Background: an optimization exercise with open tools, aiming at small area, a short achievable clock period and few clock cycles. Do not read the settings as production practice.
In this exercise RTL edits were held to simulation tests only and were not proved equivalent to the original.
Power figures rest on the tool's default switching activity, not on a simulated workload.

==> run A: inputs <==
==> flow/design.v <==
`timescale 1ns / 1ps
module reg_file(
    input  wire        clk, rst,
    input  wire [4:0]  ra1, ra2,
    output wire [31:0] rd1, rd2,
    input  wire        we,
    input  wire [4:0]  wa,
    input  wire [31:0] wd);
    wire [31:0] wdr = wd & {32{~rst}};
    wire [32*32-1:0] flat;
    assign flat[31:0] = 32'd0;
    genvar i;
    generate
        for (i = 1; i < 32; i = i + 1) begin : r
            reg [31:0] q;
            wire en = rst | (we && wa == i);
            always @(posedge clk) begin
                if (en) q <= wdr;
            end
            assign flat[i*32 +: 32] = q;
        end
    endgenerate
    wire [31:0] s1 = 32'd1 << ra1;
    wire [31:0] s2 = 32'd1 << ra2;
    reg  [31:0] o1, o2;
    integer k;
    always @(*) begin
        o1 = 32'd0;
        o2 = 32'd0;
        for (k = 1; k < 32; k = k + 1) begin
            o1 = o1 | (flat[k*32 +: 32] & {32{s1[k]}});
            o2 = o2 | (flat[k*32 +: 32] & {32{s2[k]}});
        end
    end
    assign rd1 = o1;
    assign rd2 = o2;
endmodule
`timescale 1ns / 1ps
module cpu(
    input  wire        clk, rst,
    output wire [31:0] imem_addr,
    input  wire [31:0] imem_data,
    output wire [31:0] dmem_addr,
    output wire [31:0] dmem_wdata,
    output wire        dmem_we,
    input  wire [31:0] dmem_rdata,
    input  wire [4:0]  led_read,
    output wire [31:0] led_reg_data,
    output reg         halted
    );
    reg  [31:0] a;         
    reg  [31:0] y;         
    reg  [31:0] w;         
    reg  [31:0] pc4;       
    reg  [31:0] tgt;       
    reg  [4:0]  shamt;
    reg  [4:0]  wa;        
    reg         we;        
    reg         sub;       
    reg         s_sum, s_and, s_or, s_xor, s_sll, s_lt, s_lw, s_jal;
    reg         st;        
    reg         b_eq, b_ne, b_nz, jmp, jr;
    wire [31:0] sum = a + y + {31'd0, sub};
    wire        lt  = (a[31] == y[31]) ? a[31] : sum[31];    
    wire [31:0] res = ({32{s_sum}} & sum)
                    | ({32{s_and}} & (a & y))
                    | ({32{s_or }} & (a | y))
                    | ({32{s_xor}} & (a ^ y))
                    | ({32{s_sll}} & (y << shamt))
                    | {31'd0, s_lt & lt}
                    | ({32{s_lw }} & dmem_rdata)
                    | ({32{s_jal}} & pc4);
    assign dmem_addr  = sum;
    assign dmem_wdata = w;
    assign dmem_we    = st;
    wire eq    = a == y;
    wire sum0  = (a ^ y) == {a[30:0] | y[30:0], 1'b0};
    wire taken = (b_eq & eq) | (b_ne & ~eq) | (b_nz & ~sum0);
    wire [31:0] next = jr ? a : (jmp | taken) ? tgt : pc4;
    assign imem_addr = next;
    wire [31:0] f  = imem_data;
    wire [5:0]  op = f[31:26];
    wire [4:0]  rs = f[25:21];
    wire [4:0]  rt = f[20:16];
    wire [4:0]  rd = f[15:11];
    wire op_sub   = op == 6'b000001;
    wire op_addiu = op == 6'b000010;
    wire op_and   = op == 6'b010000;
    wire op_andi  = op == 6'b010001;
    wire op_ori   = op == 6'b010010;
    wire op_xori  = op == 6'b010011;
    wire op_sll   = op == 6'b011000;
    wire op_slti  = op == 6'b100110;
    wire op_slt   = op == 6'b100111;
    wire op_sw    = op == 6'b110000;
    wire op_lw    = op == 6'b110001;
    wire op_beq   = op == 6'b110100;
    wire op_bne   = op == 6'b110101;
    wire op_bltz  = op == 6'b110110;
    wire op_j     = op == 6'b111000;
    wire op_jr    = op == 6'b111001;
    wire op_jal   = op == 6'b111010;
    wire op_halt  = op == 6'b111111;
    wire [31:0] ra, rb;
    reg_file regs(.clk(clk), .rst(rst),
                  .ra1(halted ? led_read : rs), .ra2(rt), .rd1(ra), .rd2(rb),
                  .we(we), .wa(wa), .wd(res));
    assign led_reg_data = ra;
    wire [31:0] va = (we && wa == rs) ? res : ra;
    wire [31:0] vb = (we && wa == rt) ? res : rb;
    wire use_se = op_addiu | op_slti | op_lw | op_sw;
    wire use_ze = op_andi | op_ori | op_xori;
    wire do_sub = op_sub | op_slt | op_slti;
    wire [31:0] vy = use_se ? {{16{f[15]}}, f[15:0]} : use_ze ? {16'd0, f[15:0]} : vb;
    wire i_type  = op_addiu | op_andi | op_ori | op_xori | op_slti | op_lw;
    wire nowrite = op_sw | op_beq | op_bne | op_bltz | op_j | op_jr | op_halt;
    wire [4:0] dst = op_jal ? 5'd31 : (i_type ? rt : rd);
    wire logic_op  = op_and | op_andi | op_ori | op_xori;
    wire [31:0] fa4 = next + 32'd4;
    always @(posedge clk) begin
        a     <= va;
        y     <= do_sub ? ~vy : vy;
        w     <= vb;
        pc4   <= rst ? 32'd0 : fa4;         
        tgt   <= (op_j | op_jal) ? {next[31:28], f[25:0], 2'b00}
                                 : fa4 + {{14{f[15]}}, f[15:0], 2'b00};
        shamt <= f[10:6];
        wa    <= dst;
        sub   <= do_sub;
        s_and <= op_and | op_andi;
        s_or  <= op_ori;
        s_xor <= op_xori;
        s_sll <= op_sll;
        s_lt  <= op_slt | op_slti;
        s_lw  <= op_lw;
        s_jal <= op_jal;
        s_sum <= ~(logic_op | op_sll | op_slt | op_slti | op_lw | op_jal);
        if (rst | halted) begin
            we   <= 1'b0;
            st   <= 1'b0;
            b_eq <= 1'b0;
            b_ne <= 1'b0;
            b_nz <= 1'b0;
            jmp  <= 1'b0;
            jr   <= 1'b0;
        end else begin
            we   <= ~nowrite & (dst != 5'd0);
            st   <= op_sw;
            b_eq <= op_beq;
            b_ne <= op_bne;
            b_nz <= op_bltz;
            jmp  <= op_j | op_jal;
            jr   <= op_jr;
        end
        if (rst)          halted <= 1'b0;
        else if (op_halt) halted <= 1'b1;
    end
endmodule
==> flow/run.sh <==
#!/bin/bash
# synth_recipe.tcl (not shown) runs the flow's synth.tcl, then flattens the netlist and writes it again
# the make line also repeats each setting of config.mk as NAME=value (left out here)
make -C /OpenROAD-flow-scripts/flow DESIGN_CONFIG=/design/flow/config.mk WORK_HOME=/design/flow/orfs CLKGATE_MAP_FILE= SYNTH_SCRIPT=/design/flow/synth_recipe.tcl finish
==> flow/config.mk <==
export PLATFORM = sky130hd
export DESIGN_NAME = cpu
export DESIGN_NICKNAME = cpu
export VERILOG_FILES = /design/flow/design.v
export SDC_FILE = /design/flow/constraint.sdc
export NUM_CORES = 4
export LEC_CHECK = 0
export CAP_MARGIN = 20
export CORE_MARGIN = 2
export CORE_UTILIZATION = 40
export PLACE_DENSITY = 0.6
export SETUP_SLACK_MARGIN = 3
export SLEW_MARGIN = 20
==> flow/constraint.sdc <==
create_clock -name core_clock -period 9.0 [get_ports {clk}]
set_input_delay 1.8000 -clock core_clock [delete_from_list [all_inputs] [get_ports {clk}]]
set_output_delay 1.8000 -clock core_clock [all_outputs]
set_load 0.01 [all_outputs]
==> inputs of run F, as changes to run A <==
--- a/flow/design.v
+++ b/flow/design.v
@@ -77,5 +77,6 @@
     wire sum0  = (a ^ y) == {a[30:0] | y[30:0], 1'b0};
     wire taken = (b_eq & eq) | (b_ne & ~eq) | (b_nz & ~sum0);
-    wire [31:0] next = jr ? a : (jmp | taken) ? tgt : pc4;
+    wire [31:0] btgt = pc4 + tgt;
+    wire [31:0] next = jr ? a : jmp ? tgt : taken ? btgt : pc4;
     assign imem_addr = next;
     wire [31:0] f  = imem_data;
@@ -124,5 +125,5 @@
         pc4   <= rst ? 32'd0 : fa4;         
         tgt   <= (op_j | op_jal) ? {next[31:28], f[25:0], 2'b00}
-                                 : fa4 + {{14{f[15]}}, f[15:0], 2'b00};
+                                 : {{14{f[15]}}, f[15:0], 2'b00};
         shamt <= f[10:6];
         wa    <= dst;
--- a/flow/config.mk
+++ b/flow/config.mk
@@ -6,8 +6,14 @@
 export NUM_CORES = 4
 export LEC_CHECK = 0
+export ABC_CLOCK_PERIOD_IN_PS = 5500
 export CAP_MARGIN = 20
+export CELL_PAD_IN_SITES_DETAIL_PLACEMENT = 1
+export CELL_PAD_IN_SITES_GLOBAL_PLACEMENT = 1
 export CORE_MARGIN = 2
 export CORE_UTILIZATION = 40
+export CTS_CLUSTER_DIAMETER = 90
+export CTS_CLUSTER_SIZE = 25
 export PLACE_DENSITY = 0.6
-export SETUP_SLACK_MARGIN = 3
+export SETUP_SLACK_MARGIN = 3.5
 export SLEW_MARGIN = 20
+export TNS_END_PERCENT = 10
==> inputs of run K, as changes to run A <==
--- a/flow/design.v
+++ b/flow/design.v
@@ -77,5 +77,6 @@
     wire sum0  = (a ^ y) == {a[30:0] | y[30:0], 1'b0};
     wire taken = (b_eq & eq) | (b_ne & ~eq) | (b_nz & ~sum0);
-    wire [31:0] next = jr ? a : (jmp | taken) ? tgt : pc4;
+    wire [31:0] btgt = pc4 + tgt;
+    wire [31:0] next = jr ? a : jmp ? tgt : taken ? btgt : pc4;
     assign imem_addr = next;
     wire [31:0] f  = imem_data;
@@ -124,5 +125,5 @@
         pc4   <= rst ? 32'd0 : fa4;         
         tgt   <= (op_j | op_jal) ? {next[31:28], f[25:0], 2'b00}
-                                 : fa4 + {{14{f[15]}}, f[15:0], 2'b00};
+                                 : {{14{f[15]}}, f[15:0], 2'b00};
         shamt <= f[10:6];
         wa    <= dst;
--- a/flow/config.mk
+++ b/flow/config.mk
@@ -6,8 +6,12 @@
 export NUM_CORES = 4
 export LEC_CHECK = 0
+export ABC_CLOCK_PERIOD_IN_PS = 5500
 export CAP_MARGIN = 20
+export CELL_PAD_IN_SITES_DETAIL_PLACEMENT = 1
+export CELL_PAD_IN_SITES_GLOBAL_PLACEMENT = 1
 export CORE_MARGIN = 2
-export CORE_UTILIZATION = 40
+export CORE_UTILIZATION = 35
 export PLACE_DENSITY = 0.6
-export SETUP_SLACK_MARGIN = 3
+export SETUP_SLACK_MARGIN = 3.5
 export SLEW_MARGIN = 20
+export TNS_END_PERCENT = 10
==> results.txt <==
Mapped Nets 4648; Combinational Power Share 33.7%; status finished clean; post-synthesis mux area share 2.48%
the above is filed under run F

==> results.txt <==
status finished clean; Top pwr grp sequential cells; Synth cell types 93; Worst-Skew Late Latency 0.82 ns; crit path max fanout 16; number of non-clock buffers 614; Combinational Power Share 30.9%
the above is filed under run A

==> results.txt <==
detailed placement HPWL 198000 um; Mapped Nets 4648; RSZ-0062 raised after global routing yes; status finished clean; post-synthesis mux area share 2.48%; critical path class input port to output pin; Combinational Power Share 31.0%
the above is filed under run K

Testbench counts of run A, summed over its fixed seeds: cycles 49,200.
Testbench counts of run F, summed over its fixed seeds: cycles 49,200.
Testbench counts of run K, summed over its fixed seeds: cycles 49,200.

static timing again, ports no longer ideal:
The results above use ideal ports. As a check the final layouts listed here were re-extracted and re-timed, cells and wires unchanged.
Step 1 sets driving cells, clkbuf_16 on the clock port and buf_2 on the other inputs (assumed; they add their load-dependent delay and slew).
Step 2, shift: input delay + t, output delay - t, t = (earliest + latest rising clock arrival at the registers) / 2. This alone moves slack from input paths to output paths.
Three values: ideal ports, drivers, drivers and shift; two values: the first two.
run | t (ns) | slack for setup (ns) | hold slack, ns
run A | 0.859 | 2.824 / 2.760 / 2.186 | 0.652 / 0.652 / 0.652
run F | 0.809 | 2.903 / 2.793 / 2.252 | 0.655 / 0.655 / 0.655
run K | 0.885 | 2.936 / 2.787 / 2.321 | 0.655 / 0.655 / 0.655
After both steps setup and hold are still met in every run listed. For run F, which loses most, drivers alone change the setup slack by -0.110 ns; drivers and shift together by -0.651 ns.
